Context: an optimization exercise on an open-source flow, tuned for small area, a short achievable clock period and few clock cycles. The choices shown serve that exercise and are no tape-out recipe.
RTL that was checked went through simulation tests only; none was proved equivalent to the original.
No functional check of the RTL was part of runs 3 to 6.
Power is estimated from default activity; no workload was simulated.

## flow/design.v

```verilog
module qr_decode(
    input clk,
    input srstn,
    input qr_decode_start,
    input sram_rdata,
    output [11:0] sram_raddr,
    output reg decode_valid,
    output reg [7:0] decode_jis8_code,
    output reg qr_decode_finish
  );
  reg [4:0] r, c;       
  reg R1, R2;           
  reg [2:0] m;          
  reg [2:0] b;          
  reg [4:0] nb;         
  reg hdr;              
  assign sram_raddr = {1'b0, r, 1'b0, c};
  wire fmt = ~c[4] & ~c[3];
  wire up = c[1];
  wire at_top = c[4] ? (~r[4] & ~r[2] & ~r[1]) : ~(r[4] | r[3] | r[2] | r[1] | r[0]);   
  wire at_bot = r[4] & r[3];                                                           
  wire turn = c[0] & (up ? at_top : at_bot);
  wire sk6 = ~r[4] & ~r[3] & r[2] & r[0] & ~(r[1] ^ up);                  
  wire al_up = c[4] & ~c[2] & up & r[4] & ~r[3] & r[2] & ~r[1] & r[0];     
  wire al_dn = c[4] & ~c[2] & ~up & ~r[4] & r[3] & r[2] & r[1] & r[0];    
  wire al = al_up | al_dn;
  wire x = sk6 | al;
  wire [3:0] d = r[3:0] ^ {4{up}};
  wire t1 = d[0], t2 = d[1] & d[0], t3 = d[2] & t2, t4 = d[3] & t3;      
  wire [4:0] rt = {t4 | al, t3 | al, t2 & ~x, t1 | x, ~x};                
  wire rowmove = ~fmt & c[0] & ~turn;
  wire [4:0] frow = {{4{fmt & c[2]}}, 1'b0};                                
  wire [4:0] nr = r ^ (rowmove ? rt : frow);
  wire alc = ~c[4] & c[3] & c[2] & c[1] & c[0] & r[4] & ~r[3] & ~(r[2] & r[1]) & (r[2] | r[1] | r[0]);
  wire hold = c[0] & (turn | alc);
  wire [3:1] e = c[3:1] ^ {3{~c[0]}};
  wire [4:0] tc = {e[3] & e[2] & e[1], e[2] & e[1], e[1], 1'b1, 1'b1};   
  wire [4:0] tf = c[2] ? 5'b11100 : c[0] ? 5'b00111 : {4'b0, qr_decode_start};
  wire [4:0] tcol = fmt ? tf : hold ? {4'b0, ~alc} : tc;
  wire [4:0] nc = c ^ tcol;
  wire R0 = ~R1 & ~R2;
  wire rdn = up ^ sk6;
  wire nR1 = fmt ? (R1 | c[2]) : (rowmove & ~al) ? (rdn ? R2 : R0) : R1;
  wire nR2 = fmt ? R2 & ~c[2] : (rowmove & ~al) ? (rdn ? R0 : R1) : R2;
  wire C0 = (~c[0] & ~c[1] & c[3]) | (~c[0] & c[1] & ~c[2]) | (c[0] & c[1] & c[2] & ~c[4]) | (c[0] & ~c[1] & c[2] & ~c[3]);
  wire C1 = (c[0] & ~c[1] & c[3]) | (~c[0] & c[1] & c[2] & c[4]) | (c[0] & c[1] & ~c[2] & c[4]) | (~c[0] & ~c[1] & ~c[2] & ~c[3]);
  wire C2 = ~C0 & ~C1;
  wire C3o = (c[1] & c[2] & ~c[3]) | (~c[1] & ~c[2] & ~c[3]) | (c[0] & c[1] & c[3]) | (c[0] & ~c[1] & ~c[3]);   
  wire a = r[0] & c[0];
  wire s = r[0] ^ c[0];
  wire q0 = R0 | C0;
  wire q1 = (R1 & C1) | (R2 & C2);
  wire z3 = (R0 & C0) | (R1 & C2) | (R2 & C1);
  reg mk;
  always @* begin
    case (m ^ 3'b101)
      3'd0: mk = ~s;
      3'd1: mk = ~r[0];
      3'd2: mk = C0;
      3'd3: mk = z3;
      3'd4: mk = ~(r[1] ^ C3o);
      3'd5: mk = ~a & q0;
      3'd6: mk = ~(a ^ q1);
      default: mk = ~(s ^ q1);
    endcase
  end
  wire bit_in = sram_rdata ^ mk;
  wire last_bit = (b == 3'd7);
  always @(posedge clk) begin
    if (~srstn) begin
      r <= 5'd8;
      c <= 5'd2;
      R1 <= 1'b0;
      R2 <= 1'b1;
      hdr <= 1'b1;
      decode_valid <= 1'b0;
      qr_decode_finish <= 1'b0;
    end else begin
      r <= nr;
      c <= nc;
      R1 <= nR1;
      R2 <= nR2;
      if (~fmt && last_bit) hdr <= 1'b0;
      decode_valid <= ~hdr & last_bit;
      qr_decode_finish <= ~hdr & ((last_bit & (nb == 5'd1)) | (nb == 5'd0));
    end
    if (fmt) m <= {m[1:0], sram_rdata};
    b <= fmt ? 3'd0 : b + 3'd1;
    if (hdr) nb <= {decode_jis8_code[3:0], bit_in};
    else if (last_bit) nb <= nb - 5'd1;
    decode_jis8_code <= {decode_jis8_code[6:0], bit_in};
  end
endmodule
```

## flow/config.mk

```make
export PLATFORM = sky130hd
export DESIGN_NAME = qr_decode
export DESIGN_NICKNAME = qr_decode
export VERILOG_FILES = /design/flow/design.v
export SDC_FILE = /design/flow/constraint.sdc
export NUM_CORES = 4
export LEC_CHECK = 0
export CAP_MARGIN = 20
export CORE_MARGIN = 2
export CORE_UTILIZATION = 40
export SLEW_MARGIN = 20
```

## flow/standard.sh

```bash
#!/bin/bash
# synth_recipe.tcl (not shown) runs the flow's synth.tcl, then flattens the netlist and writes it again
# the make line also repeats each setting of config.mk as NAME=value (left out here)
make -C /OpenROAD-flow-scripts/flow DESIGN_CONFIG=/design/flow/config.mk WORK_HOME=/design/flow/orfs CLKGATE_MAP_FILE= SYNTH_SCRIPT=/design/flow/synth_recipe.tcl "${@:-finish}"
```

## flow/flow/run.sh

```bash
#!/bin/bash
# ORFS layout of the design with three changes to how it is made (the
# constraints are unchanged):
#  - synthesis maps the logic with an area-oriented ABC script and without
#    half/full-adder extraction (registers are mapped exactly as before);
#  - ports are buffered with buf_2 instead of the slow delay buffer;
#  - timing repair aims for more setup slack than the clock period needs.
set -euo pipefail
rm -rf myscripts
cp -r "$FLOW_HOME/scripts" myscripts
printf 'strash\ndch -f\namap\ntopo\n' > myscripts/abc_speed.script
export SCRIPTS_DIR="$PWD/myscripts"
export ADDER_MAP_FILE=
export BUFFER_PORTS_ARGS="-buffer_cell sky130_fd_sc_hd__buf_2"
export SETUP_SLACK_MARGIN=6.5
export CTS_ARGS="-repair_clock_nets -root_buf sky130_fd_sc_hd__clkbuf_16 -buf_list sky130_fd_sc_hd__clkbuf_16"
bash standard.sh > standard.log 2>&1
```

## flow/constraint.sdc

```tcl
create_clock -name core_clock -period 9.0 [get_ports {clk}]
set_input_delay 1.8000 -clock core_clock [delete_from_list [all_inputs] [get_ports {clk}]]
set_output_delay 1.8000 -clock core_clock [all_outputs]
set_load 0.01 [all_outputs]
```

==> impl.org, run 1 <==
** Worst setup path
- On the critical path, the stage with the largest delay is an instance of sky130_fd_sc_hd__dfxtp_4.
- In this design, the stage delay of the slowest critical-path cell is about 0.44 ns.
- The startpoint identified for the worst register-to-register timing path is c[0]$_SDFF_PN0_.
- Endpoint arrival time on the critical path :: 0.84 ns
- Cell-by-cell trace of the critical path :: buf_6
- Critical path class :: flip-flop to output port
- Worst Setup Start Kind :: flip-flop
- Measured in cells, the most critical reg-to-reg path has a length of 13.
- WP data required :: 7.20 ns
- Maximum fanout count along the critical path :: 7
- The setup check on the worst reg-to-reg path leaves a slack of 6.53 ns.
- Worst r2r dst :: nb[0]$_DFFE_PP_
- Capturing element type of the critical path :: output port
- Family with the most delay on the worst path :: flip-flops
- Counting both buffers and inverters, the worst setup path holds a total of 1.

** Route
- After detailed routing, the average wire length per cell comes to 15.3 um.
- Once detail routing completed, the nets flagged for antenna violations numbered 0.
- Post-detailed-route via-to-cell ratio :: 5.58
- Number of remaining DRC errors :: 0
- DR pass1 iterations :: 4
- Summed over all layers, the routed wires come to roughly 4.8 mm.
- Detailed routing inserted a total of 1740 vias.
- Number of DRC markers in iteration 0 :: 90

** CTS
- Buffer levels on the longest clock path :: 2
- Clock tree synthesis selected as its root buffer the cell sky130_fd_sc_hd__clkbuf_16.
- Later-pin clock latency in the skew report :: about 0.28 ns
- Clock tree from TritonCTS :: yes
- CTS clk-pin slew, worst paths :: 0.05 ns
- H-Tree Level Count :: 2
- Clock tree synthesis inserted a total of 5 buffers.
- For this design, the sink count on the clock tree is 34.

** Logic synthesis
- The synthesized design devotes to its leading area cell type 31.1% of total area.
- After technology mapping, the gate count stands at 210.
- Summing the areas of all compound-gate instances in the mapped netlist gives roughly 28% of the synthesized area.
- The largest total area in the synthesized netlist belongs to sky130_fd_sc_hd__dfxtp_1.
- Of the total synthesized cell area, the portion taken by full adders, half adders and majority gates is 0%.
- The share of the Yosys chip area taken by registers is 45.5%.
- Portion of netlist area occupied by mux cells :: 0%
- EDFF count, synth :: 8
- Summing the areas of all xor and xnor instances in the mapped netlist gives 0% of the synthesized area.
- Combinational family with the most area after synthesis :: compound AO/OA/AOI/OAI gates
- In this run the cell area of the synthesized design comes to 0.00167 mm2.
- Synthesis inferred 34 register bits.
- Summing the areas of all and, or, nand and nor instances in the mapped netlist gives 17.9% of the synthesized area.
- Most common flop cell mapped by yosys :: sky130_fd_sc_hd__dfxtp_1
- Number of distinct standard cells referenced by the synthesized netlist :: 34
- For this run, the number of Yosys warnings is 1.
- In the synthesized netlist the async set-or-reset flop fraction comes to 0%.
- By area the synthesized netlist is led by sky130_fd_sc_hd__dfxtp_1, sky130_fd_sc_hd__edfxtp_1, sky130_fd_sc_hd__clkinv_1, sky130_fd_sc_hd__nor2_1, sky130_fd_sc_hd__o21ai_0.
- The average instance in the mapped netlist occupies 7.96 um2.

** GRT
- Total track usage :: approximately a fifth
- Via count of the first global-routing pass :: approximately 1.5k
- Number of antenna violations at the first check in global routing :: 0
- The first global-routing pass estimated 7.21 mm of wire.
- Largest net degree at the start of global routing :: 15
- Leftover overflow at the end of global routing :: 0

** STA
- After layout, the worst path uses 29.3% of the clock period.
- The count of final hold-check violations came to 0.
- Subtracting the final worst setup slack from the clock period gives between 2 and 3 ns.
- Fmax achieved :: 379 MHz
- Final slew viol count :: 0
- Setup total negative slack :: 0 ns
- Worst Max-Slew Pin Slew :: around 0.53 ns
- Across all hold checks on the routed design, the worst slack comes to between 0.3 and 0.4 ns.
- Setup repair after global routing could not meet its margin everywhere.
- Post-Route Skew :: 0.00284 ns
- Count of final setup violators :: 0
- Measured against its own limit, the worst slew margin works out to roughly 64%.

** Finish
- Cells with a size suffix above 1 make up 38.2% of the layout.
- Final #Nets :: 265
- The repair_antennas step left the layout with diodes totalling 0.
- Measured on the finished design, the core utilization comes to 62.6%.
- Leading cell type in the layout, fill and taps excluded :: sky130_fd_sc_hd__nor2_1
- Total of fill cells in the finished design :: ~320
- The library cells used most frequently in the layout, excluding fill and tap cells, are sky130_fd_sc_hd__nor2_1, sky130_fd_sc_hd__clkinv_1, sky130_fd_sc_hd__buf_4.
- For this run, the number of standard cells in the final layout without fillers is 312.
- Layout overhead on the synthesized area :: 49.9%

** Hold path
- Worst min-delay path startpoint :: decode_jis8_code[4]$_DFF_P_
- Cell count of the worst hold path :: 0
- Type of the tightest min-delay check :: flip-flop to flip-flop
- For hold timing, the worst endpoint is decode_jis8_code[5]$_DFF_P_.

** Power
- The completed layout was analyzed and its total power is about 1.1 mW.
- For this design the ratio of total power to cell area is 455 mW/mm2.
- Maximum ir drop on the vdd rail :: 0.263 mV
- Leakage component of the power :: 0.945 nW

** Placement
- The congestion estimate from routability-driven global placement came to 0.918.
- Detailed placement ended at an HPWL of 2.94 mm.
- The number of placed instances, taps included, is 281.
- # port buffers :: 23

** Run
- Max capacitance violation total :: 0

** Status
- The run finished with no timing, DRC or antenna violations.

** Floorplanning
- Row Count :: 23
- Floorplan core area :: approximately 0.0040 mm2
- The floorplan step defined a die boundary enclosing about 0.0047 mm2.
- For this design the top-level I/O count stands at 26.
- The die is between 60 and 70 um wide.
- For this configuration, the core starts out at a cell density of 41.8%.
- In this run the vertical extent of the chip is 68.6 um.
==> state kept, by name, indices dropped and copies added, names as in the netlist <==
signal and flops:
R1 1, R2 1, b 3, c 5, decode_jis8_code 8, decode_valid 1
hdr 1, m 3, nb 5, qr_decode_finish 1, r 5
==> metrics by stage <==
| stage | cell area [um2] | worst slack [ns] |
|---|---|---|
| after floorplan | 1680 | 6.51 |
| after global placement | 1840 | 5.96 |
| after detailed placement | 1840 | 5.97 |
| after CTS | 2380 | 6.37 |
| after global routing | 2500 | 6.35 |
| final | 2500 | 6.36 |
==> kinds of logic after synthesis <==
| family | after synthesis |
|---|---|
| AND/OR/NAND/NOR | 69 |
| other | 1 |
| buffers and inverters | 36 |
| flip-flops | 34 |
| AO/OA/AOI/OAI | 70 |
==> where the power goes <==
group	internal (mW)	total, mW	switching [mW]	leakage, nW
clock	0.159	0.225	0.0663	0.0940
combinational	0.271	0.596	0.325	0.546
sequential	0.246	0.318	0.0725	0.305
==> worst max path at each step <==
stage / from / cells after the start / slack, ns / end
floorplan: c[1]$_SDFF_PN1_ / 13 / 6.51 / nb[0]$_DFFE_PP_
global placement: c[1]$_SDFF_PN1_ / 12 / 5.96 / nb[0]$_DFFE_PP_
detailed placement: c[1]$_SDFF_PN1_ / 13 / 5.97 / nb[0]$_DFFE_PP_
CTS: c[0]$_SDFF_PN0_ / 1 / 6.37 / sram_raddr[0]
global route: c[0]$_SDFF_PN0_ / 1 / 6.35 / sram_raddr[0]
finish: c[0]$_SDFF_PN0_ / 1 / 6.36 / sram_raddr[0]
==> timing repair <==
item,CTS,global route
hold buffers,0,0
setup buffers,21,2
gates resized for setup,54,31
setup endpoints to repair,27,28
pin swaps,3,7
==> synth_stat cells, drive strengths merged, types with 2 or more instances <==
library cell / instances
clkinv: 33
nor2: 31
dfxtp: 26
o21ai: 18
nand2: 17
a21oi: 11
nor3: 10
edfxtp: 8
o22ai: 7
a211oi: 6
a31oi: 4
o221ai: 4
a221oi: 3
buf: 3
nand3: 3
o32ai: 3
a2111oi: 2
o211ai: 2
o21a: 2
o31ai: 2
or3: 2
==> layer usage <==
layer / global-route usage, % / vias up / share of wire (%)
met4: 7.50 / 0 / 1.2
met5: 0 / - / 0
li1: - / 876 / -
met2: 31.3 / 58 / 47
met3: 4.71 / 4 / 5.6
met1: 29.6 / 802 / 46
==> final cells by class <==
type,instances,area (um2),share of cell area [%]
Sequential cell,34,801,32.0
Tap cell,50,62.6,2.50
Clock inverter,3,68.8,2.75
Timing Repair Buffer,46,400,16.0
Clock buffer,5,125,5.00
Multi-Input combinational cell,141,900,35.9
Inverter,33,148,5.89
Testbench counts, summed over its fixed seeds: cycles 16,184.
==> run 2: changes to the inputs <==
--- a/flow/flow/run.sh
+++ b/flow/flow/run.sh
@@ -14,4 +14,4 @@
 export BUFFER_PORTS_ARGS="-buffer_cell sky130_fd_sc_hd__buf_2"
 export SETUP_SLACK_MARGIN=6.5
-export CTS_ARGS="-repair_clock_nets -root_buf sky130_fd_sc_hd__clkbuf_16 -buf_list sky130_fd_sc_hd__clkbuf_16"
+export CTS_ARGS="-sink_clustering_enable -repair_clock_nets -sink_clustering_size 50 -sink_clustering_max_diameter 1000 -root_buf sky130_fd_sc_hd__clkbuf_16 -buf_list sky130_fd_sc_hd__clkbuf_16"
 bash standard.sh > standard.log 2>&1
==> run 2 against run 1 <==
Combinational power is essentially flat. Via count is the same. Sequential power about the same. First-iteration DRC count unchanged. Sequential cell count unchanged. Final area did not move. Clock-buffer cell count did not move. Total power unchanged. Worst setup slack is the same. Largest cell class unchanged. Highest routed layer unchanged.
==> impl.org, run 2 <==
** CTS
- H-Tree Level Count :: 2
- TritonCTS built the clock tree.
- CTS Root Cell :: sky130_fd_sc_hd__clkbuf_16
- CTS clk-pin slew, worst paths :: 0.05 ns
- The number of hold buffers added after CTS was 0.
- Later-pin clock latency in the skew report :: about 0.28 ns
- Num Clock Sinks :: 34
- TritonCTS created 5 clock buffers.
- In this run the deepest clock path goes through 2 buffers.

** Route
- Post-detailed-route via-to-cell ratio :: roughly 5.6
- Wire length after detailed routing :: 4.78 mm
- Number of DRC markers in iteration 0 :: 90
- The count of nets left with antenna violations once routing finished came out at 0.
- Total number of vias :: 1740
- Number of remaining DRC errors :: 0
- DR pass1 iterations :: 4
- In the final routed layout, each cell accounts on average for between 15 and 20 um.

** Power
- Of the total power, the share spent switching nets is 40.7%.
- Combinational share of power :: 52.3%
- The internal portion of the total power is 0.676 mW.
- Switching power summed over all nets :: approximately 0.46 mW
- Across the VDD grid, the largest voltage drop is 0.263 mV.
- Power share of the sequential group :: 27.9%
- In this run the static leakage power is between 0.9 and 1 nW.
- In this run, the clock network consumes slightly below 20% of the power.
- Pwr per Cell Area :: 455 mW/mm2

** GRT
- The via count of the first global-routing pass came to 1487.
- Total track usage :: 21.0%
- Entering global routing, the biggest net connects 15 pins.
- Global routing finished with a remaining overflow of 0.
- First-pass GRT wire length :: about 7 mm
- The number of antenna violations at the first check in global routing was 0.

** Worst setup path
- On the worst path, the slowest cell contributes a delay of 0.44 ns.
- Endpoint arrival time on the critical path :: 0.84 ns
- Walking the worst path, the cells encountered are buf_6.
- The worst setup path is launched from a flip-flop.
- Critical path class :: flip-flop to output port
- Tracing the worst setup path back leads to its startpoint at c[0]$_SDFF_PN0_.
- Cell with the largest stage delay on the worst path :: sky130_fd_sc_hd__dfxtp_4
- In this run the critical register-to-register path is launched from c[0]$_SDFF_PN0_.
- Of all nets on the critical path, the largest fanout is 7.
- STA classifies the critical path endpoint as an output port.
- Family with the most delay on the worst path :: flip-flops
- Counting both buffers and inverters, the worst setup path holds a total of 1.
- WP data required :: about 7.2 ns

** STA
- Setup total negative slack :: 0 ns
- The final number of max-transition violations came to 0.
- Count of final setup violators :: 0
- The worst path needs ~2.6 ns of the cycle, external delays included.
- At the pin with the least slew margin, the transition time is 0.527 ns.
- Worst max-slew margin expressed relative to the limit :: 64.4%
- Derived from the worst setup path, the maximum achievable clock frequency is about 380 MHz.
- Final worst path period share :: between 20 and 30%
- Unrepaired setup endpoints after global routing :: yes
- Between clock sinks in the finished design, the worst skew comes to 0.00284 ns.
- The count of final hold-check violations is 0.

** Placement
- Placed insts :: 281
- In this run the tool buffered the top-level ports with 23 buffer cells.
- Post-detail-place hpwl :: 2.94 mm
- Routability-driven placement finished with a final weighted congestion of 0.918.

** Logic synthesis
- Area share of and/or/nand/nor cells after synthesis :: 17.9%
- Adder-Cell Fraction of Synth Area :: 0%
- Combinational family with the most area after synthesis :: compound AO/OA/AOI/OAI gates
- Count of yosys warnings during synthesis :: 1
- Portion of netlist area occupied by mux cells :: 0%
- After synthesis the netlist holds a flip-flop and latch count of 34.
- Post-synth top area share :: between 30% and 40%
- Synthesis produced 210 cells.
- Sequential cells were found to cover 45.5% of the synthesized design area.
- Xor and xnor area share after synthesis :: 0%
- Most frequent cell after synthesis :: sky130_fd_sc_hd__clkinv_1
- Number of distinct standard cells referenced by the synthesized netlist :: 34
- Post-synthesis instance area :: about 0.0017 mm2
- Synth cell count leaders :: sky130_fd_sc_hd__clkinv_1, sky130_fd_sc_hd__nor2_1, sky130_fd_sc_hd__dfxtp_1
- In the post-synthesis netlist, the biggest area contributors are sky130_fd_sc_hd__dfxtp_1, sky130_fd_sc_hd__edfxtp_1, sky130_fd_sc_hd__clkinv_1, sky130_fd_sc_hd__nor2_1, sky130_fd_sc_hd__o21ai_0.
- In this run, synthesis inferred 8 flip-flops with an integrated enable.
- After synthesis, the share of flip-flops with an asynchronous set or reset is 0%.
- In the synthesized netlist the dominant register cell turns out to be sky130_fd_sc_hd__dfxtp_1.
- Avg Synthesized Cell Area :: 7.96 um2
- The biggest area contributor in the post-synthesis netlist is sky130_fd_sc_hd__dfxtp_1.
- The synthesized netlist devotes 27.6% of its cell area to compound gates.

** Floorplanning
- The floorplan step set the die width to a little under 70 um.
- For this configuration, the core starts out at a cell density of 41.8%.
- Boundary pin count :: 26
- After floorplanning, the core was divided into 23 placement rows.
- The floorplan step defined a die boundary enclosing around 0.0047 mm2.
- The core region is approximately 0.004 mm2.
- From bottom edge to top edge, the die measures 68.6 um.

** Hold path
- Type of the tightest min-delay check :: flip-flop to flip-flop
- In this run the most critical hold path is launched from decode_jis8_code[4]$_DFF_P_.

** Run
- Max capacitance violation total :: 0

** Finish
- The library cell used most frequently in the layout, excluding fill and tap cells, is sky130_fd_sc_hd__nor2_1.
- Layout overhead on the synthesized area :: 49.9%
- Most flop-heavy register :: decode_jis8_code
- The register with the most flip-flops in the layout has 8 of them.
- Fin cells :: 312
- Final antenna diode count :: 0
- In the final layout, the share of cells above drive strength 1 is 38.2%.
- Final #Nets :: 265
- In the layout the commonest cells are sky130_fd_sc_hd__nor2_1, sky130_fd_sc_hd__clkinv_1, sky130_fd_sc_hd__buf_4.

** Status
- Run status :: finished clean
run 2: cell counts after synthesis:
No cell type changed its count.
run 2: cell families after synthesis:
logic type             after synthesis
AND/OR/NAND/NOR                     69
buffers and inverters               36
other                                1
flip-flops                          34
AO/OA/AOI/OAI                       70
run 2: what timing repair did:
action                                  CTS  global route
pin swaps                                 3             7
hold endpoints to repair                  0             0
endpoints found under the setup margin   27            28
resized for setup                        54            31
buffers inserted                         21             2
run 2: worst register-to-register path, cell delays in order (launching register included):
cell and delay, ns:
sky130_fd_sc_hd__dfxtp_4 0.40, sky130_fd_sc_hd__nor2_4 0.15, sky130_fd_sc_hd__inv_4 0.06, sky130_fd_sc_hd__o32ai_2 0.23, sky130_fd_sc_hd__a31o_4 0.17, sky130_fd_sc_hd__nor2_4 0.05, sky130_fd_sc_hd__a22oi_2 0.26, sky130_fd_sc_hd__a221oi_2 0.12
sky130_fd_sc_hd__a2111oi_2 0.21, sky130_fd_sc_hd__o21ai_1 0.12, sky130_fd_sc_hd__o31ai_2 0.09, sky130_fd_sc_hd__nor2_1 0.10, sky130_fd_sc_hd__a21oi_2 0.16, sky130_fd_sc_hd__o22ai_1 0.09
run 2: power groups by stage:
stage / sequential (mW) / combinational, mW / clock (mW)
detailed placement: 0.311 / 0.374 / 0
CTS: 0.315 / 0.521 / 0.228
global route: 0.330 / 0.654 / 0.233
global placement: 0.309 / 0.380 / 0
finish: 0.318 / 0.596 / 0.225
floorplan: 0.311 / 0.259 / 0
run 2: final timing paths:
path	slack, ns	end	depth (start not counted)
min reg2reg	0.36	decode_jis8_code[5]$_DFF_P_	0
max reg2reg	6.53	nb[0]$_DFFE_PP_	13
max	6.36	sram_raddr[0]	1
min	0.36	decode_jis8_code[5]$_DFF_P_	0
run 2: area by class of cell:
type                    instances  area, um2
clock buffers                   5        125
multi-input cells             141        900
clock inverters                 3       68.8
well taps                      50       62.6
repair buffers                 46        400
fillers                       323       1500
inverters                      33        148
flip-flops and latches         34        801
run 2: through the flow:
stage / instance area (um2) / power [mW] / hold slack (ns) / utilization, % / setup slack [ns]
global route: 2500 / 1.22 / 0.362 / 62.6 / 6.35
finish: 2500 / 1.14 / 0.355 / 62.6 / 6.36
detailed placement: 1840 / 0.686 / 0.335 / 46.0 / 5.97
CTS: 2380 / 1.06 / 0.357 / 59.5 / 6.37
global placement: 1840 / 0.689 / 0.329 / 46.0 / 5.96
floorplan: 1680 / 0.570 / 0.382 / - / 6.51
run 2: layer usage:
layer  global-route usage [%]  vias up  wire (um)
met5                        0        -          0
met4                     7.50        0         57
met3                     4.71        4        269
met2                     31.3       58       2240
met1                     29.6      802       2210
li1                         -      876          -
==> run 3: changes to the inputs <==
--- a/flow/design.v
+++ b/flow/design.v
@@ -41,6 +41,6 @@
   wire R0 = ~R1 & ~R2;
   wire rdn = up ^ sk6;
-  wire nR1 = fmt ? (R1 | c[2]) : (rowmove & ~al) ? (rdn ? R2 : R0) : R1;
-  wire nR2 = fmt ? R2 & ~c[2] : (rowmove & ~al) ? (rdn ? R0 : R1) : R2;
+  wire nR1 = fmt ? 1'b1 : (rowmove & ~al) ? (rdn ? R2 : R0) : R1;
+  wire nR2 = fmt ? 1'b0 : (rowmove & ~al) ? (rdn ? R0 : R1) : R2;
   wire C0 = (~c[0] & ~c[1] & c[3]) | (~c[0] & c[1] & ~c[2]) | (c[0] & c[1] & c[2] & ~c[4]) | (c[0] & ~c[1] & c[2] & ~c[3]);
   wire C1 = (c[0] & ~c[1] & c[3]) | (~c[0] & c[1] & c[2] & c[4]) | (c[0] & c[1] & ~c[2] & c[4]) | (~c[0] & ~c[1] & ~c[2] & ~c[3]);
@@ -71,6 +71,4 @@
       r <= 5'd8;
       c <= 5'd2;
-      R1 <= 1'b0;
-      R2 <= 1'b1;
       hdr <= 1'b1;
       decode_valid <= 1'b0;
@@ -79,10 +77,10 @@
       r <= nr;
       c <= nc;
-      R1 <= nR1;
-      R2 <= nR2;
       if (~fmt && last_bit) hdr <= 1'b0;
       decode_valid <= ~hdr & last_bit;
       qr_decode_finish <= ~hdr & ((last_bit & (nb == 5'd1)) | (nb == 5'd0));
     end
+    R1 <= nR1;
+    R2 <= nR2;
     if (fmt) m <= {m[1:0], sram_rdata};
     b <= fmt ? 3'd0 : b + 3'd1;
--- a/flow/flow/run.sh
+++ b/flow/flow/run.sh
@@ -13,5 +13,4 @@
 export ADDER_MAP_FILE=
 export BUFFER_PORTS_ARGS="-buffer_cell sky130_fd_sc_hd__buf_2"
-export SETUP_SLACK_MARGIN=6.5
-export CTS_ARGS="-sink_clustering_enable -repair_clock_nets -sink_clustering_size 50 -sink_clustering_max_diameter 1000 -root_buf sky130_fd_sc_hd__clkbuf_16 -buf_list sky130_fd_sc_hd__clkbuf_16"
+export SETUP_SLACK_MARGIN=6.3
 bash standard.sh > standard.log 2>&1
==> run 3 against run 2 <==
Still clean. Clock-buffer cell count is 2 higher. Total power down 24%. Sequential share of layout area is 5.7 points higher. Critical path type unchanged. Largest power group unchanged. Highest routed layer unchanged.
==> impl.org, run 3 <==
** Power
- Overall power consumption after layout is estimated at between 0.8 and 0.9 mW.
- Maximum ir drop on the vdd rail :: about 0.13 mV
- Leakage component of the power :: 0.770 nW
- For this design the ratio of total power to cell area is 416 mW/mm2.

** GRT
- Via count of the first global-routing pass :: 1372
- Total track usage :: 18.1%
- Entering global routing, the biggest net connects 13 pins.
- The number of antenna violations at the first check in global routing came to 0.
- After global routing the overflow that remains totals 0.
- The first global-routing pass estimated 6.24 mm of wire.

** Worst setup path
- Cell with the largest stage delay on the worst path :: sky130_fd_sc_hd__dfxtp_4
- The critical path contains buffers and inverters numbering 2 combined.
- Critical path class :: flip-flop to output port
- Family with the most delay on the worst path :: flip-flops
- Cell-by-cell trace of the critical path :: buf_6 > buf_6
- Data arrives at the worst endpoint at ~0.90 ns.
- WP data required :: roughly 7.2 ns
- Worst Setup Start Kind :: flip-flop
- Dominant cell type by count on the critical path :: sky130_fd_sc_hd__buf_6
- The largest single stage delay on the critical path is 0.41 ns.
- Maximum fanout count along the critical path :: 7
- Capturing element type of the critical path :: output port

** Route
- Average routed wire per standard cell :: about 13 um
- Met3 wire len :: 219 um
- Signal routing reaches up to met4.
- After detailed routing, the total wire length is 3.79 mm.
- Number of DRC markers in iteration 0 :: 147
- Number of remaining DRC errors :: 0
- Routed length on met1 :: between 1.5 and 2 mm
- Summed over all nets, wire length on met2 after detailed routing comes to about 1.7 mm.
- DR pass1 iterations :: 4
- Post-route antenna net violation count :: 0
- The detailed router placed 1582 vias in this run.
- After detailed routing, the number of vias per cell comes to 5.44.

** Floorplanning
- Measured along the x axis, the die boundary spans 68.1 um.
- Row generation in the floorplan step produced 23 rows.
- Boundary pin count :: 26
- After floorplanning, the core was sized to cover a little under 0.004 mm2.
- In this run the vertical extent of the chip is 68.1 um.
- For this configuration, the core starts out at a cell density of about two fifths.
- The die covers 0.00464 mm2.

** CTS
- Num CTS Buffers :: 5
- Clock-pin slew was measured on the worst setup and hold paths at 0.07 ns.
- The H-tree generated during clock tree synthesis spans 2 levels.
- The tree built by TritonCTS fans out to 34 sinks.
- The number of hold buffers added after CTS was 0.
- CTS Root Cell :: sky130_fd_sc_hd__clkbuf_8
- TritonCTS built the clock tree.
- Buffer levels on the longest clock path :: 2
- Later-pin clock latency in the skew report :: 0.28 ns

** STA
- Setup violations remaining at the end of the flow were counted as 0.
- Worst Max-Slew Pin Slew :: 0.637 ns
- Between clock sinks in the finished design, the worst skew comes to between 0.002 and 0.003 ns.
- Final worst path period need :: 2.70 ns
- Setup total negative slack :: 0 ns
- Unrepaired setup endpoints after global routing :: yes
- The tightest hold path in the finished design has a slack of between 0.3 and 0.4 ns.
- Final hold violations :: 0
- Fmax achieved :: 370 MHz
- Headroom to the max-slew limit came out at between 50% and 60%.
- Final worst path period share :: 30.0%
- Final slew viol count :: 0

** Hold path
- Type of the tightest min-delay check :: flip-flop to flip-flop

** Finish
- For this run, the number of standard cells in the final layout without fillers is between 200 and 300.
- Most flop-heavy register :: decode_jis8_code
- Final #Nets :: 244
- Final antenna diode count :: 0
- Layout cell share with drive strength beyond 1 :: 25.7%
- The area growth from synthesis to layout is 25.7%.
- Largest register FFs :: 8
- In the layout the commonest cells are sky130_fd_sc_hd__nor2_1, sky130_fd_sc_hd__clkinv_1, sky130_fd_sc_hd__buf_2.
- For this run, the share of the core covered by cells in the final layout is 52.0%.
- Leading cell type in the layout, fill and taps excluded :: sky130_fd_sc_hd__nor2_1

** Logic synthesis
- A synthesized cell averages 8.10 um2.
- Synth cell count leaders :: sky130_fd_sc_hd__clkinv_1, sky130_fd_sc_hd__nor2_1, sky130_fd_sc_hd__dfxtp_1
- Post-Syn Instances :: 203
- In this run, distinct cell masters in the synthesized netlist total 35.
- Of all cell types, the one taking the most synthesized area is sky130_fd_sc_hd__dfxtp_1.
- Sorting the synthesized cells by area gives the leading types as sky130_fd_sc_hd__dfxtp_1, sky130_fd_sc_hd__edfxtp_1, sky130_fd_sc_hd__clkinv_1, sky130_fd_sc_hd__nor2_1, sky130_fd_sc_hd__o21ai_0.
- The synthesized design contains 34 register bits.
- Share of synthesized registers carrying an async set or reset :: 0%
- Post-synth top area share :: 31.7%
- Share of synthesized area occupied by flip-flops and latches :: between 40% and 50%
- The synthesized design contains 8 enable-type register cells.
- Post-synthesis instance area :: ~0.0016 mm2
- Most common flop cell mapped by yosys :: sky130_fd_sc_hd__dfxtp_1
- For this run, the number of Yosys warnings is 1.

** Placement
- Placed insts :: approximately 280
- # port buffers :: 23
- Weighted congestion reported at the end of routability-driven placement :: between 0.9 and 1
- The wire-length estimate of the detail-placed layout is 2.66 mm.

** Status
- The flow ran to the end and the layout has no timing, DRC or antenna violations.

** Run
- Max capacitance violation total :: 0
run 3: layout make-up:
| class | count | area [um2] |
|---|---|---|
| inverter | 30 | 121 |
| sequential | 34 | 779 |
| multi-input combinational | 137 | 805 |
| clock inverter | 1 | 30.0 |
| fill | 375 | 1900 |
| tap | 50 | 62.6 |
| clock buffer | 7 | 76.3 |
| timing repair buffer | 32 | 193 |
run 3: final timing paths:
| kind | from | to | slack [ns] | depth (start not counted) |
|---|---|---|---|---|
| min | decode_jis8_code[5]$_DFF_P_ | decode_jis8_code[6]$_DFF_P_ | 0.35 | 0 |
| max reg2reg | c[1]$_SDFF_PN1_ | nb[0]$_DFFE_PP_ | 6.32 | 15 |
| min reg2reg | decode_jis8_code[5]$_DFF_P_ | decode_jis8_code[6]$_DFF_P_ | 0.35 | 0 |
| max | c[1]$_SDFF_PN1_ | sram_raddr[1] | 6.30 | 2 |
run 3: stage by stage:
stage                     cell area (um2)  worst slack, ns
final                                2070             6.30
after global placement               1820             6.01
after detailed placement             1820             5.99
after CTS                            1950             6.21
after floorplan                      1650             6.39
after global routing                 2070             6.14
run 3: power by group:
group | internal, mW | leakage [nW] | total [mW] | switching (mW)
clock | 0.0828 | 0.0524 | 0.137 | 0.0538
combinational | 0.176 | 0.416 | 0.418 | 0.242
sequential | 0.234 | 0.302 | 0.306 | 0.0714
run 3: per-layer routing:
metal	global-route usage, %	vias to the layer above
met2	24.4	45
met3	4.93	10
li1	-	833
met4	9.25	0
met5	0	-
met1	26.2	694
run 3: timing repair:
| action | CTS | global route |
|---|---|---|
| resized for setup | 10 | 19 |
| setup buffers | 0 | 8 |
| endpoints found under the setup margin | 7 | 8 |
| pin swaps | 1 | 2 |
run 3: cell families after synthesis:
family,after synthesis,share of synthesized area (%)
flip-flops,34,46.3
buffers and inverters,33,8.22
other,1,0.228
AND/OR/NAND/NOR,66,17.3
AO/OA/AOI/OAI,69,28.0
==> run 4: changes to the inputs <==
--- a/flow/flow/run.sh
+++ b/flow/flow/run.sh
@@ -13,4 +13,4 @@
 export ADDER_MAP_FILE=
 export BUFFER_PORTS_ARGS="-buffer_cell sky130_fd_sc_hd__buf_2"
-export SETUP_SLACK_MARGIN=6.3
+export SETUP_SLACK_MARGIN=6.4
 bash standard.sh > standard.log 2>&1
==> run 4 against run 3 <==
Still clean on timing, DRC and antenna. Global-route usage rose by 1.9 points. Via count rose by 10%. Clock-buffer cell count fell by 1. Critical endpoint is now sram_raddr[0].
==> impl.org, run 4 <==
** Status
- The flow ran to the end and the layout has no timing, DRC or antenna violations.

** Logic synthesis
- In the synthesized netlist, the number of instances is 203.
- Synth cell count leaders :: sky130_fd_sc_hd__clkinv_1, sky130_fd_sc_hd__nor2_1, sky130_fd_sc_hd__dfxtp_1
- Sequential elements use 46.3% of the synthesized area.
- Post-synth top area share :: 31.7%
- Number of distinct standard cells referenced by the synthesized netlist :: 35
- EDFF count, synth :: 8
- Yosys reg bits :: 34
- Avg Synthesized Cell Area :: between 8 and 9 um2
- Share of synthesized registers carrying an async set or reset :: 0%
- By area the synthesized netlist is led by sky130_fd_sc_hd__dfxtp_1, sky130_fd_sc_hd__edfxtp_1, sky130_fd_sc_hd__clkinv_1, sky130_fd_sc_hd__nor2_1, sky130_fd_sc_hd__o21ai_0.
- Count of yosys warnings during synthesis :: 1
- Post-synthesis instance area :: between 0.0015 and 0.002 mm2
- Of all cell types, the one taking the most synthesized area is sky130_fd_sc_hd__dfxtp_1.
- Among all flip-flop cells after synthesis, the most frequent one is sky130_fd_sc_hd__dfxtp_1.

** Power
- Leakage component of the power :: 0.905 nW
- Clock share of power :: 15.7%
- In this run, the combinational gates consume 54.3% of the power.
- For this design the total switching power over the nets is about 0.43 mW.
- In this run the power density over the cells is 429 mW/mm2.
- Maximum ir drop on the vdd rail :: roughly 0.16 mV
- Per report_power, the sequential group accounts for 30.0% of the total.
- The internal portion of the total power is 0.583 mW.
- Net switching fraction of the power :: between 40% and 50%

** GRT
- The via count of the first global-routing pass was 1578.
- Entering global routing, the biggest net connects 13 pins.
- The total overflow left after global routing is 0.
- Total track usage :: 20.0%
- Number of antenna violations at the first check in global routing :: 0
- First-pass GRT wire length :: 7.07 mm

** CTS
- In this run, post-CTS hold repair placed 0 buffers.
- After clock tree synthesis, the clock-pin slew on the worst setup and hold paths is around 0.080 ns.
- CTS placed an instance of sky130_fd_sc_hd__clkbuf_8 at the clock tree root.
- Clock tree from TritonCTS :: yes
- The H-tree generated during clock tree synthesis spans 2 levels.
- Buffer levels on the longest clock path :: 2
- Later-pin clock latency in the skew report :: 0.29 ns
- Num CTS Buffers :: 5
- Num Clock Sinks :: 34

** Floorplanning
- In this run the vertical extent of the chip is 68.1 um.
- Die boundary width :: 68.1 um
- The die covers approximately 0.0046 mm2.
- Boundary pin count :: 26
- Initial Util :: 41.4%
- Row Count :: 23
- Floorplan core area :: between 0.003 and 0.004 mm2

** Worst setup path
- Capturing element type of the critical path :: output port
- The endpoint identified for the worst register-to-register timing path is nb[0]$_DFFE_PP_.
- For the worst setup path, the data required time is around 7 ns.
- Worst Setup Start Kind :: flip-flop
- Critical path buffers and inverters :: 1
- Walking the worst path, the cells encountered are buf_6.
- Maximum fanout count along the critical path :: 6
- In this run the critical register-to-register path is launched from c[0]$_SDFF_PN0_.
- In this run the register-to-register setup slack is about 6.4 ns.
- Worst reg2reg path depth :: 14
- Family with the most delay on the worst path :: flip-flops
- Crit path largest cell delay :: 0.42 ns
- Critical path class :: flip-flop to output port
- Data arrives at the worst endpoint at 0.83 ns.
- Among all stages on the critical path, the largest delay is contributed by sky130_fd_sc_hd__dfxtp_4.

** STA
- Worst hold margin :: 0.350 ns
- For the final routed database, the setup TNS stands at 0 ns.
- Setup repair after global routing could not meet its margin everywhere.
- At the pin with the least slew margin, the transition time is ~0.66 ns.
- The final number of max-transition violations is 0.
- Final worst path period share :: 29.2%
- Post-Route Skew :: 0.0102 ns
- Final worst path period need :: 2.63 ns
- Setup violations remaining at the end of the flow were counted as 0.
- Timing would allow up to 380 MHz.
- Worst max-slew margin expressed relative to the limit :: between 50% and 60%
- Final hold violations :: 0

** Route
- Total number of vias :: 1741
- The pre-antenna-repair detailed-routing pass consisted of 4 iterations.
- Number of DRC markers in iteration 0 :: 194
- Wire length after detailed routing :: 4.66 mm
- For this run, design rule violations remaining after detail routing come to 0.
- Post-detailed-route via-to-cell ratio :: 5.62
- Post-route antenna net violation count :: 0
- Dividing the detail-routed wire length by the instance count gives 15.0 um.

** Placement
- # port buffers :: 23
- Post-detailed-placement cell area :: 0.00181 mm2
- Once detailed placement completed, the half-perimeter wirelength came to about 2.8 mm.
- At the end of routability-driven placement, the weighted congestion stood at 0.923.
- Placed insts :: around 270

** Finish
- Layout overhead on the synthesized area :: 43.5%
- In the layout the commonest cells are sky130_fd_sc_hd__buf_4, sky130_fd_sc_hd__nor2_1, sky130_fd_sc_hd__clkinv_1.
- Most flop-heavy register :: decode_jis8_code
- After routing the design area is between 0.002 and 0.0025 mm2.
- Final antenna diode count :: 0
- Fin cells :: 310
- Layout cell share with drive strength beyond 1 :: about 38%
- Final #Nets :: 263
- Largest register FFs :: 8
- Leaving out fill and tap cells, the most frequent cell in the layout is sky130_fd_sc_hd__buf_4.

** Hold path
- Cell count of the worst hold path :: 0
- In this run the most critical hold path is launched from decode_jis8_code[6]$_DFF_P_.
- Hold EP :: decode_jis8_code[7]$_DFF_P_
- The path class of the tightest hold or removal check is flip-flop to flip-flop.

** Run
- Max-cap violations in this run came to 0.
## run 4: cell counts after synthesis
Identical to the previous run, type by type.
## run 4: logic make-up after synthesis
kind of cell | share of synthesized area (%)
other | 0.228
and+or+nand+nor | 17.3
buffers and inverters | 8.22
DFF | 46.3
AOI/OAI and AO/OA | 28.0
## run 4: worst max path at each step
stage                               start  slack [ns]  depth (start not counted)                           to
after floorplan           c[1]$_SDFF_PN1_        6.43                         15              nb[0]$_DFFE_PP_
after global placement              srstn        6.08                          5  qr_decode_finish$_SDFF_PN0_
after detailed placement  c[1]$_SDFF_PN1_        6.10                         15              nb[0]$_DFFE_PP_
after CTS                 c[0]$_SDFF_PN0_        6.35                          1                sram_raddr[0]
after global routing      c[0]$_SDFF_PN0_        6.29                         14              nb[0]$_DFFE_PP_
final                     c[0]$_SDFF_PN0_        6.37                          1                sram_raddr[0]
## run 4: layout make-up
class	instances	area [um2]
Clock buffer	6	93.8
Clock inverter	2	38.8
Fill cell	351	1610
Inverter	30	144
Multi-Input combinational cell	137	870
Sequential cell	34	801
Tap cell	50	62.6
Timing Repair Buffer	51	350
## run 4: per-layer routing
layer	share of wire, %	GRT usage [%]	vias to the layer above	wire, um
met5	0	0	-	0
met4	2.6	8.75	0	122
met3	5.3	5.26	16	246
met2	48	29.7	65	2230
met1	44	27.2	800	2050
li1	-	-	860	-
## run 4: timing repair
item                       CTS  global route
pin swaps                    2             9
buffers inserted            11            17
resized for setup           30            32
setup endpoints to repair   15            15
## run 4: power groups by stage
stage | logic [mW] | clock network, mW | registers, mW
6_report | 0.550 | 0.159 | 0.304
3_3_place_gp | 0.353 | 0 | 0.299
4_1_cts | 0.417 | 0.162 | 0.298
2_1_floorplan | 0.247 | 0 | 0.303
5_1_grt | 0.603 | 0.168 | 0.313
3_5_place_dp | 0.352 | 0 | 0.302
## run 4: metrics by stage
stage,setup WS [ns],util (%),power [mW]
after floorplan,6.43,-,0.549
after global placement,6.08,45.7,0.653
after detailed placement,6.10,45.7,0.654
after CTS,6.35,53.1,0.876
after global routing,6.29,59.4,1.08
final,6.37,59.4,1.01
==> run 5: changes to the inputs <==
--- a/flow/design.v
+++ b/flow/design.v
@@ -30,5 +30,5 @@
   wire [4:0] rt = {t4 | al, t3 | al, t2 & ~x, t1 | x, ~x};                
   wire rowmove = ~fmt & c[0] & ~turn;
-  wire [4:0] frow = {{4{fmt & c[2]}}, 1'b0};                                
+  wire [4:0] frow = {{3{fmt & c[2]}}, 1'b0, fmt & c[2]};                   
   wire [4:0] nr = r ^ (rowmove ? rt : frow);
   wire alc = ~c[4] & c[3] & c[2] & c[1] & c[0] & r[4] & ~r[3] & ~(r[2] & r[1]) & (r[2] | r[1] | r[0]);
@@ -36,10 +36,10 @@
   wire [3:1] e = c[3:1] ^ {3{~c[0]}};
   wire [4:0] tc = {e[3] & e[2] & e[1], e[2] & e[1], e[1], 1'b1, 1'b1};   
-  wire [4:0] tf = c[2] ? 5'b11100 : c[0] ? 5'b00111 : {4'b0, qr_decode_start};
+  wire [4:0] tf = c[2] ? 5'b10011 : c[0] ? 5'b00111 : {4'b0, qr_decode_start};
   wire [4:0] tcol = fmt ? tf : hold ? {4'b0, ~alc} : tc;
   wire [4:0] nc = c ^ tcol;
   wire R0 = ~R1 & ~R2;
   wire rdn = up ^ sk6;
-  wire nR1 = fmt ? 1'b1 : (rowmove & ~al) ? (rdn ? R2 : R0) : R1;
+  wire nR1 = fmt ? 1'b0 : (rowmove & ~al) ? (rdn ? R2 : R0) : R1;
   wire nR2 = fmt ? 1'b0 : (rowmove & ~al) ? (rdn ? R0 : R1) : R2;
   wire C0 = (~c[0] & ~c[1] & c[3]) | (~c[0] & c[1] & ~c[2]) | (c[0] & c[1] & c[2] & ~c[4]) | (c[0] & ~c[1] & c[2] & ~c[3]);
@@ -84,5 +84,5 @@
     R2 <= nR2;
     if (fmt) m <= {m[1:0], sram_rdata};
-    b <= fmt ? 3'd0 : b + 3'd1;
+    b <= fmt ? 3'd3 : b + 3'd1;           
     if (hdr) nb <= {decode_jis8_code[3:0], bit_in};
     else if (last_bit) nb <= nb - 5'd1;
--- a/flow/flow/run.sh
+++ b/flow/flow/run.sh
@@ -13,4 +13,4 @@
 export ADDER_MAP_FILE=
 export BUFFER_PORTS_ARGS="-buffer_cell sky130_fd_sc_hd__buf_2"
-export SETUP_SLACK_MARGIN=6.4
+export SETUP_SLACK_MARGIN=6.25
 bash standard.sh > standard.log 2>&1
==> run 5 against run 4 <==
Still clean. Core utilization fell by 5.5 points. Critical endpoint unchanged. Worst setup slack got worse by 0.11 ns. Largest cell class unchanged. Hold slack got worse by 0.0033 ns. Largest power group unchanged.
==> impl.org, run 5 <==
** GRT
- In the global route stage, overall resource usage came out at 17.7%.
- Number of antenna violations at the first check in global routing :: 0
- The first global-routing pass estimated 6.17 mm of wire.
- met2 is the most crowded layer.
- Entering global routing, the biggest net connects 13 pins.
- Leftover overflow at the end of global routing :: 0
- Via count of the first global-routing pass :: 1347
- For met3 alone, demand over resource in global routing was 5.26%.
- For this run, global-route usage on met2 was measured as 27.3%.
- Global-route met1 utilization :: 24.4%

** Finish
- Compared with the post-synthesis result, the final layout area differs by 30.5%.
- Layout cell share with drive strength beyond 1 :: 29.6%
- Final antenna diode count :: 0
- The register with the most flip-flops in the layout has 8 of them.
- Final #Nets :: 246
- The filler cells instantiated in the layout total roughly 380.
- Leading cell type in the layout, fill and taps excluded :: sky130_fd_sc_hd__nor2_1
- Commonest cells after routing, fill and taps aside :: sky130_fd_sc_hd__nor2_1, sky130_fd_sc_hd__clkinv_1, sky130_fd_sc_hd__buf_2
- Most flop-heavy register :: decode_jis8_code
- Post-Route Utilization :: 53.9%

** Worst setup path
- Across all register-to-register paths, the minimum setup slack is 6.31 ns.
- At the worst endpoint, the required time is 7.20 ns.
- The critical path starts at c[0]$_SDFF_PN0_.
- Capturing element type of the critical path :: output port
- Maximum fanout count along the critical path :: 5
- STA puts the critical path data arrival time at 0.94 ns.
- Worst Setup Start Kind :: flip-flop
- Worst r2r dst :: nb[0]$_DFFE_PP_
- Critical path class :: flip-flop to output port
- Worst Setup EP :: sram_raddr[0]
- Worst reg2reg path depth :: 16
- The startpoint identified for the worst register-to-register timing path is c[1]$_SDFF_PN1_.

** Route
- Number of DRC markers in iteration 0 :: 62
- The first detailed-routing pass ran for 4 iterations.
- Post-detailed-route via-to-cell ratio :: approximately 5.5
- Wire length after detailed routing :: 3.92 mm
- Number of remaining DRC errors :: 0
- Average routed wire per standard cell :: 13.4 um
- Post-route antenna net violation count :: 0
- Total number of vias :: 1599

** STA
- Worst max-slew margin expressed relative to the limit :: 60.6%
- The clock arrives with 0.0114 ns of skew.
- Final hold violations :: 0
- Worst Max-Slew Pin Slew :: 0.576 ns
- Final worst path period need :: ~2.7 ns
- Setup total negative slack :: 0 ns
- Fmax achieved :: 365 MHz
- Setup violations remaining at the end of the flow were counted as 0.
- Slack of the critical path :: 6.26 ns
- Final worst path period share :: 30.4%
- Unrepaired setup endpoints after global routing :: yes
- The final number of max-transition violations came to 0.

** CTS
- Number of buffers inserted by hold repair at cts :: 0
- Clock tree from TritonCTS :: yes
- Clock-pin slew was measured on the worst setup and hold paths at approximately 0.070 ns.
- Later-pin clock latency in the skew report :: 0.29 ns
- Counting the buffers created by CTS gives 5.
- The H-tree was split into 2 levels.
- Buffer levels on the longest clock path :: 2
- The tree built by TritonCTS fans out to 34 sinks.
- The cell sitting at the root of the clock tree is a sky130_fd_sc_hd__clkbuf_8.

** Placement
- # port buffers :: 23
- Post-detail-place hpwl :: 2.76 mm
- Timing analysis after detailed placement gives a worst setup slack of 5.82 ns.
- The congestion estimate from routability-driven global placement came to 0.858.

** Power
- Maximum ir drop on the vdd rail :: 0.204 mV
- The analysis attributes to cell leakage a power of 0.827 nW.
- Power spread over the standard cell area amounts to ~420 mW/mm2.
- The completed layout was analyzed and its total power is 0.891 mW.

** Hold path
- The worst hold path was traced through 0 stages.
- The path class of the tightest hold or removal check is flip-flop to flip-flop.
- The worst hold path begins at decode_jis8_code[5]$_DFF_P_.

** Logic synthesis
- Share of synthesized registers carrying an async set or reset :: 0%
- Among all flip-flop cells after synthesis, the most frequent one is sky130_fd_sc_hd__dfxtp_1.
- Cell type contributing the most total cell area after synthesis :: sky130_fd_sc_hd__dfxtp_1
- In the synthesized netlist, the number of instances is 205.
- Count of yosys warnings during synthesis :: 1
- The commonest cells after synthesis are sky130_fd_sc_hd__clkinv_1, sky130_fd_sc_hd__nor2_1, sky130_fd_sc_hd__dfxtp_1.
- Number of distinct standard cells referenced by the synthesized netlist :: 33
- Yosys reg bits :: 34
- The synthesized netlist occupies a cell area of 0.00164 mm2.
- Share of synthesized area occupied by flip-flops and latches :: 46.4%
- In the post-synthesis netlist, the biggest area contributors are sky130_fd_sc_hd__dfxtp_1, sky130_fd_sc_hd__edfxtp_1, sky130_fd_sc_hd__clkinv_1, sky130_fd_sc_hd__nor2_1, sky130_fd_sc_hd__o21ai_0.
- EDFF count, synth :: 8
- Post-synth top area share :: between 30% and 40%
- Avg Synthesized Cell Area :: about 8 um2

** Floorplanning
- Area enclosed by the die boundary :: between 0.004 and 0.005 mm2
- Floorplan core area :: a little under 0.004 mm2
- The floorplan step set the die width to 68.0 um.
- Row Count :: 23
- Pin placement for this block handled 26 I/O pins.
- Initial Util :: 41.3%
- Height of the die :: 68.0 um

** Status
- Run status :: finished clean

** Run
- Max capacitance violation total :: 0
run 5: final cells by class:
type                            count  area (um2)  area share, %
Timing Repair Buffer               32         186           8.71
Sequential cell                    34         776           36.2
Multi-Input combinational cell    136         837           39.1
Clock inverter                      3        68.8           3.21
Inverter                           33         141           6.60
Tap cell                           50        62.6           2.92
Clock buffer                        5        68.8           3.21
run 5: worst min path at each step:
stage,endpoint
finish,decode_jis8_code[6]$_DFF_P_
global route,decode_jis8_code[6]$_DFF_P_
CTS,decode_jis8_code[6]$_DFF_P_
detailed placement,decode_jis8_code[6]$_DFF_P_
global placement,decode_jis8_code[5]$_DFF_P_
floorplan,b[0]$_SDFF_PP1_
run 5: cell families after synthesis:
logic type	Yosys count	synth area share [%]
simple gates	70	18.2
buf+inv	36	8.92
other cells	1	0.229
compound gates	64	26.3
flops	34	46.4
run 5: report_power, final:
part	switching, mW	internal [mW]
clock	0.0587	0.111
sequential	0.0691	0.232
combinational	0.248	0.172
run 5: repair_timing:
action                                  4_1_cts  5_1_grt
pin swaps                                     1        5
endpoints found under the setup margin        5        7
setup buffers                                 2        6
gates resized for setup                      15       32
endpoints found under the hold margin         0        0
run 5: critical path: stages, from the launching register on:
cell	delay (ns)
sky130_fd_sc_hd__dfxtp_4	0.38
sky130_fd_sc_hd__buf_4	0.14
sky130_fd_sc_hd__buf_2	0.13
run 5: metal layers:
metal	vias up	wire length [um]
met3	7	185
met5	-	0
li1	821	-
met4	0	42
met1	729	1920
met2	42	1770
run 5: through the flow:
stage / area, um2 / hold slack, ns / cells
floorplan: 1650 / 0.368 / 206
global placement: 1810 / 0.329 / 277
detailed placement: 1810 / 0.332 / 277
CTS: 2000 / 0.348 / 287
global route: 2140 / 0.357 / 293
finish: 2140 / 0.346 / 293
==> run 6: changes to the inputs <==
--- a/flow/flow/run.sh
+++ b/flow/flow/run.sh
@@ -13,4 +13,4 @@
 export ADDER_MAP_FILE=
 export BUFFER_PORTS_ARGS="-buffer_cell sky130_fd_sc_hd__buf_2"
-export SETUP_SLACK_MARGIN=6.25
+export SETUP_SLACK_MARGIN=6.3
 bash standard.sh > standard.log 2>&1
==> run 6 against run 5 <==
Sequential cell count is the same. Largest cell class unchanged. Wire length grew 7.6%. Hold slack gained 0.0044 ns. Critical path type is now flip-flop to flip-flop.
==> impl.org, run 6 <==
** Logic synthesis
- EDFF count, synth :: 8
- Biggest area contributors in the synthesized netlist :: sky130_fd_sc_hd__dfxtp_1, sky130_fd_sc_hd__edfxtp_1, sky130_fd_sc_hd__clkinv_1, sky130_fd_sc_hd__nor2_1, sky130_fd_sc_hd__o21ai_0
- Post-synth top area share :: about a third
- Cell type contributing the most total cell area after synthesis :: sky130_fd_sc_hd__dfxtp_1
- For this run, asynchronously set or reset flops after synthesis account for 0%.
- Synth cell count leaders :: sky130_fd_sc_hd__clkinv_1, sky130_fd_sc_hd__nor2_1, sky130_fd_sc_hd__dfxtp_1
- In this run, synthesis produced a sequential element count of 34.
- Post-synthesis instance area :: 0.00164 mm2
- A synthesized cell averages 8.00 um2.
- Most common flop cell mapped by yosys :: sky130_fd_sc_hd__dfxtp_1
- Synthesis produced about 200 cells.
- Number of distinct standard cells referenced by the synthesized netlist :: 33
- Of the synthesized area, sequential elements account for between 40% and 50%.
- Count of yosys warnings during synthesis :: 1

** Finish
- Final #Nets :: 252
- Largest register FFs :: 8
- From synthesis to final layout, the design area changed by 30.3%.
- Total of fill cells in the finished design :: 396
- Summing all multi-input logic gate instances after layout gives 822 um2.
- Most flop-heavy register :: decode_jis8_code
- The repair_antennas step left the layout with diodes totalling 0.
- Layout cell share with drive strength beyond 1 :: 29.7%
- Commonest cells after routing, fill and taps aside :: sky130_fd_sc_hd__nor2_1, sky130_fd_sc_hd__clkinv_1, sky130_fd_sc_hd__buf_2
- After routing the design area is 0.00214 mm2.
- Summing all flip-flop and latch instances after layout gives 783 um2.
- The library cell used most frequently in the layout, excluding fill and tap cells, is sky130_fd_sc_hd__nor2_1.

** Route
- Number of remaining DRC errors :: 0
- Total number of vias :: 1674
- Post-route antenna net violation count :: 0
- Number of DRC markers in iteration 0 :: 95
- The routed design has roughly 4.2 mm of wire.
- DR pass1 iterations :: 4
- Dividing the detail-routed wire length by the instance count gives 14.1 um.
- Post-detailed-route via-to-cell ratio :: 5.60

** Power
- Leakage component of the power :: 0.801 nW
- Net switching fraction of the power :: 44.2%
- Pwr per Cell Area :: slightly above 400 mW/mm2
- Sequential cells account for 35.4% of the total power.
- The clock network is responsible for ~13% of the overall power.
- Internal :: 0.480 mW
- Maximum ir drop on the vdd rail :: about 0.16 mV
- Summed over all nets, the switching power comes to 0.380 mW.
- Combinational share of power :: 51.7%

** Floorplanning
- Boundary pin count :: 26
- Row Count :: 23
- Die boundary width :: 68.0 um
- The floorplan step defined a core boundary enclosing 0.00397 mm2.
- Height of the die :: 68.0 um
- Initial Util :: around 41%
- The floorplan step defined a die boundary enclosing between 0.004 and 0.005 mm2.

** STA
- Between clock sinks in the finished design, the worst skew comes to 0.00442 ns.
- Final hold violations :: 0
- Setup repair after global routing could not meet its margin everywhere.
- For the final routed database, the setup TNS stands at 0 ns.
- The final critical path takes up a little under a third of the cycle.
- After layout, the minimum clock period comes to 2.79 ns.
- Fmax achieved :: 358 MHz
- Final slew viol count :: 0
- Setup violations remaining at the end of the flow were counted as 0.
- Once routing completed, OpenROAD measured the worst setup slack at a little over 6 ns.

** Worst setup path
- Data arrives at the worst endpoint at approximately 2.8 ns.
- Family with the most delay on the worst path :: compound AO/OA/AOI/OAI gates
- Critical path buffers and inverters :: 3
- WP data required :: 9.03 ns
- Critical path class :: flip-flop to flip-flop
- Launch point of the worst reg-to-reg path :: c[0]$_SDFF_PN0_
- Worst reg2reg path depth :: 15
- On the critical path, the stage with the largest delay is an instance of sky130_fd_sc_hd__a2111oi_0.
- In this design, the stage delay of the slowest critical-path cell is around 0.46 ns.
- In this run the critical register-to-register path is captured at nb[0]$_DFFE_PP_.
- Of all nets on the critical path, the largest fanout is 10.
- Across all register-to-register paths, the minimum setup slack is 6.21 ns.
- Traced cell by cell, the critical path runs through inv_8 > nor2_4 > clkinv_2 > nor3_4 > a311oi_2 > inv_2 > nor2_2 > a22oi_2 > a221oi_1 > a2111oi_0 > o21ai_1 > o31ai_2 > nor2_1 > a21oi_2 > o22ai_1.
- The worst setup path is captured at a flip-flop.
- Worst Setup Start Kind :: flip-flop

** Placement
- In this run the tool buffered the top-level ports with 23 buffer cells.
- After detailed placement, the total cell area comes to 0.00181 mm2.
- Setup WS pre-CTS :: around 5.7 ns
- After legalization and detailed placement, the total HPWL measured 2.83 mm.
- Weighted congestion reported at the end of routability-driven placement :: 0.893

** CTS
- Buffer levels on the longest clock path :: 2
- Num Clock Sinks :: 34
- The tree is rooted in a sky130_fd_sc_hd__clkbuf_8.
- TritonCTS built the clock tree.
- In this run, CTS created clock tree buffers numbering 5.
- In this run the number of H-tree levels came out at 2.
- Later-pin clock latency in the skew report :: 0.29 ns
- CTS clk-pin slew, worst paths :: 0.07 ns
- Number of buffers inserted by hold repair at cts :: 0

** Status
- The run finished with no timing, DRC or antenna violations.

** GRT
- Entering global routing, the biggest net connects 12 pins.
- The first global-routing pass estimated about 6.6 mm of wire.
- For this run the aggregate overflow at the end of global routing stands at 0.
- The number of antenna violations at the first check in global routing is 0.
- Total track usage :: about a fifth
- Via count of the first global-routing pass :: 1403

** Hold path
- Cell count of the worst hold path :: 0
- Type of the tightest min-delay check :: flip-flop to flip-flop
- The worst hold path terminates at decode_jis8_code[7]$_DFF_P_.
- Worst min-delay path startpoint :: decode_jis8_code[6]$_DFF_P_

** Run
- Max-cap violations in this run came to 0.
-- run 6: cell counts after synthesis --
Identical to the previous run, type by type.
-- run 6: logic make-up after synthesis --
family          count (synthesis)  share of synthesized area [%]
compound gates                 64                           26.3
buf+inv                        36                           8.92
flops                          34                           46.4
other cells                     1                          0.229
simple gates                   70                           18.2
-- run 6: how the worst max path moves through the flow --
stage                    startpoint               to  slack, ns  cells after the start
floorplan           c[1]$_SDFF_PN1_  nb[0]$_DFFE_PP_       6.35                     15
global placement    c[1]$_SDFF_PN1_  nb[0]$_DFFE_PP_       5.80                     15
finish              c[0]$_SDFF_PN0_  nb[0]$_DFFE_PP_       6.21                     15
CTS                 c[0]$_SDFF_PN0_  nb[0]$_DFFE_PP_       6.26                     15
detailed placement  c[1]$_SDFF_PN1_  nb[0]$_DFFE_PP_       5.73                     15
global route        c[1]$_SDFF_PN1_  nb[0]$_DFFE_PP_       6.05                     15
-- run 6: stage by stage --
step	utilization (%)	hold slack, ns	total power, mW	instances
floorplan	-	0.368	0.526	206
global placement	45.6	0.328	0.633	277
detailed placement	45.6	0.337	0.632	277
CTS	50.7	0.353	0.793	290
global route	53.8	0.357	0.929	299
finish	53.8	0.351	0.860	299
-- run 6: cell type report --
type | count | share of cell area, %
Timing Repair Buffer | 38 | 11.4
Multi-Input combinational cell | 136 | 38.5
Inverter | 33 | 6.56
Clock buffer | 5 | 3.22
Clock inverter | 3 | 0.761
Sequential cell | 34 | 36.7
Tap cell | 50 | 2.93
-- run 6: worst register-to-register path: stages (launching register included) --
cell	delay, ns
sky130_fd_sc_hd__dfxtp_4	0.42
sky130_fd_sc_hd__inv_8	0.08
sky130_fd_sc_hd__nor2_4	0.15
sky130_fd_sc_hd__clkinv_2	0.11
sky130_fd_sc_hd__nor3_4	0.16
sky130_fd_sc_hd__a311oi_2	0.08
sky130_fd_sc_hd__inv_2	0.10
sky130_fd_sc_hd__nor2_2	0.05
sky130_fd_sc_hd__a22oi_2	0.21
sky130_fd_sc_hd__a221oi_1	0.11
sky130_fd_sc_hd__a2111oi_0	0.46
sky130_fd_sc_hd__o21ai_1	0.17
sky130_fd_sc_hd__o31ai_2	0.11
sky130_fd_sc_hd__nor2_1	0.09
sky130_fd_sc_hd__a21oi_2	0.15
sky130_fd_sc_hd__o22ai_1	0.10
-- run 6: power by group through the flow --
stage | Combinational, mW | Sequential [mW] | Clock, mW
after floorplan | 0.225 | 0.301 | 0
after global placement | 0.335 | 0.297 | 0
after detailed placement | 0.332 | 0.299 | 0
after CTS | 0.377 | 0.302 | 0.114
after global routing | 0.493 | 0.316 | 0.119
final | 0.444 | 0.305 | 0.111
-- run 6: repair_timing --
action	in CTS	in global routing
cloned	0	0
gates resized for setup	23	21
pin swaps	0	10
setup buffers	5	9
endpoints found under the setup margin	8	5
-- run 6: routing by layer --
metal,vias to the layer above,wire length (um),global-route usage (%)
met1,780,1980,27.4
li1,830,-,-
met2,54,1900,27.9
met4,0,64,7.50
met3,10,274,5.10
met5,-,0,0

==> static timing again, ports no longer ideal <==
In the flow no input, the clock included, has a driving cell. The finished layouts below were timed again as built, in two steps.
Step 1 sets driving cells, clkbuf_16 on the clock port and buf_2 on the other inputs (assumed; they add their load-dependent delay and slew).
Step 2, shift: input delay + t, output delay - t, t = (earliest + latest rising clock arrival at the registers) / 2. This alone moves slack from input paths to output paths.
Three values: no drivers, after step 1, after step 2; two values: the first two.
run | t (ns) | setup slack, ns | hold WS [ns] | worst setup path at the end | clock arrival spread, ns
run 1 | 0.311 | 6.360 / 6.325 / 6.329 | 0.355 / 0.355 / 0.355 | input to register | 0.003 / 0.003
run 2 | 0.311 | 6.360 / 6.325 / 6.329 | 0.355 / 0.355 / 0.355 | input to register | 0.003 / 0.003
run 3 | 0.306 | 6.300 / 6.276 / 6.179 | 0.349 / 0.349 / 0.349 | input to register | 0.003 / 0.003
run 4 | 0.306 | 6.368 / 6.343 / 6.188 | 0.350 / 0.350 / 0.350 | input to register | 0.010 / 0.010
run 5 | 0.309 | 6.263 / 6.238 / 6.127 | 0.346 / 0.346 / 0.346 | input to register | 0.012 / 0.011
run 6 | 0.311 | 6.208 / 6.208 / 6.124 | 0.351 / 0.351 / 0.351 | input to register | 0.006 / 0.006
After both steps every run listed still meets setup and hold. The setup slack of run 4, which loses most, moves by -0.025 ns with the drivers and by -0.180 ns with both steps.
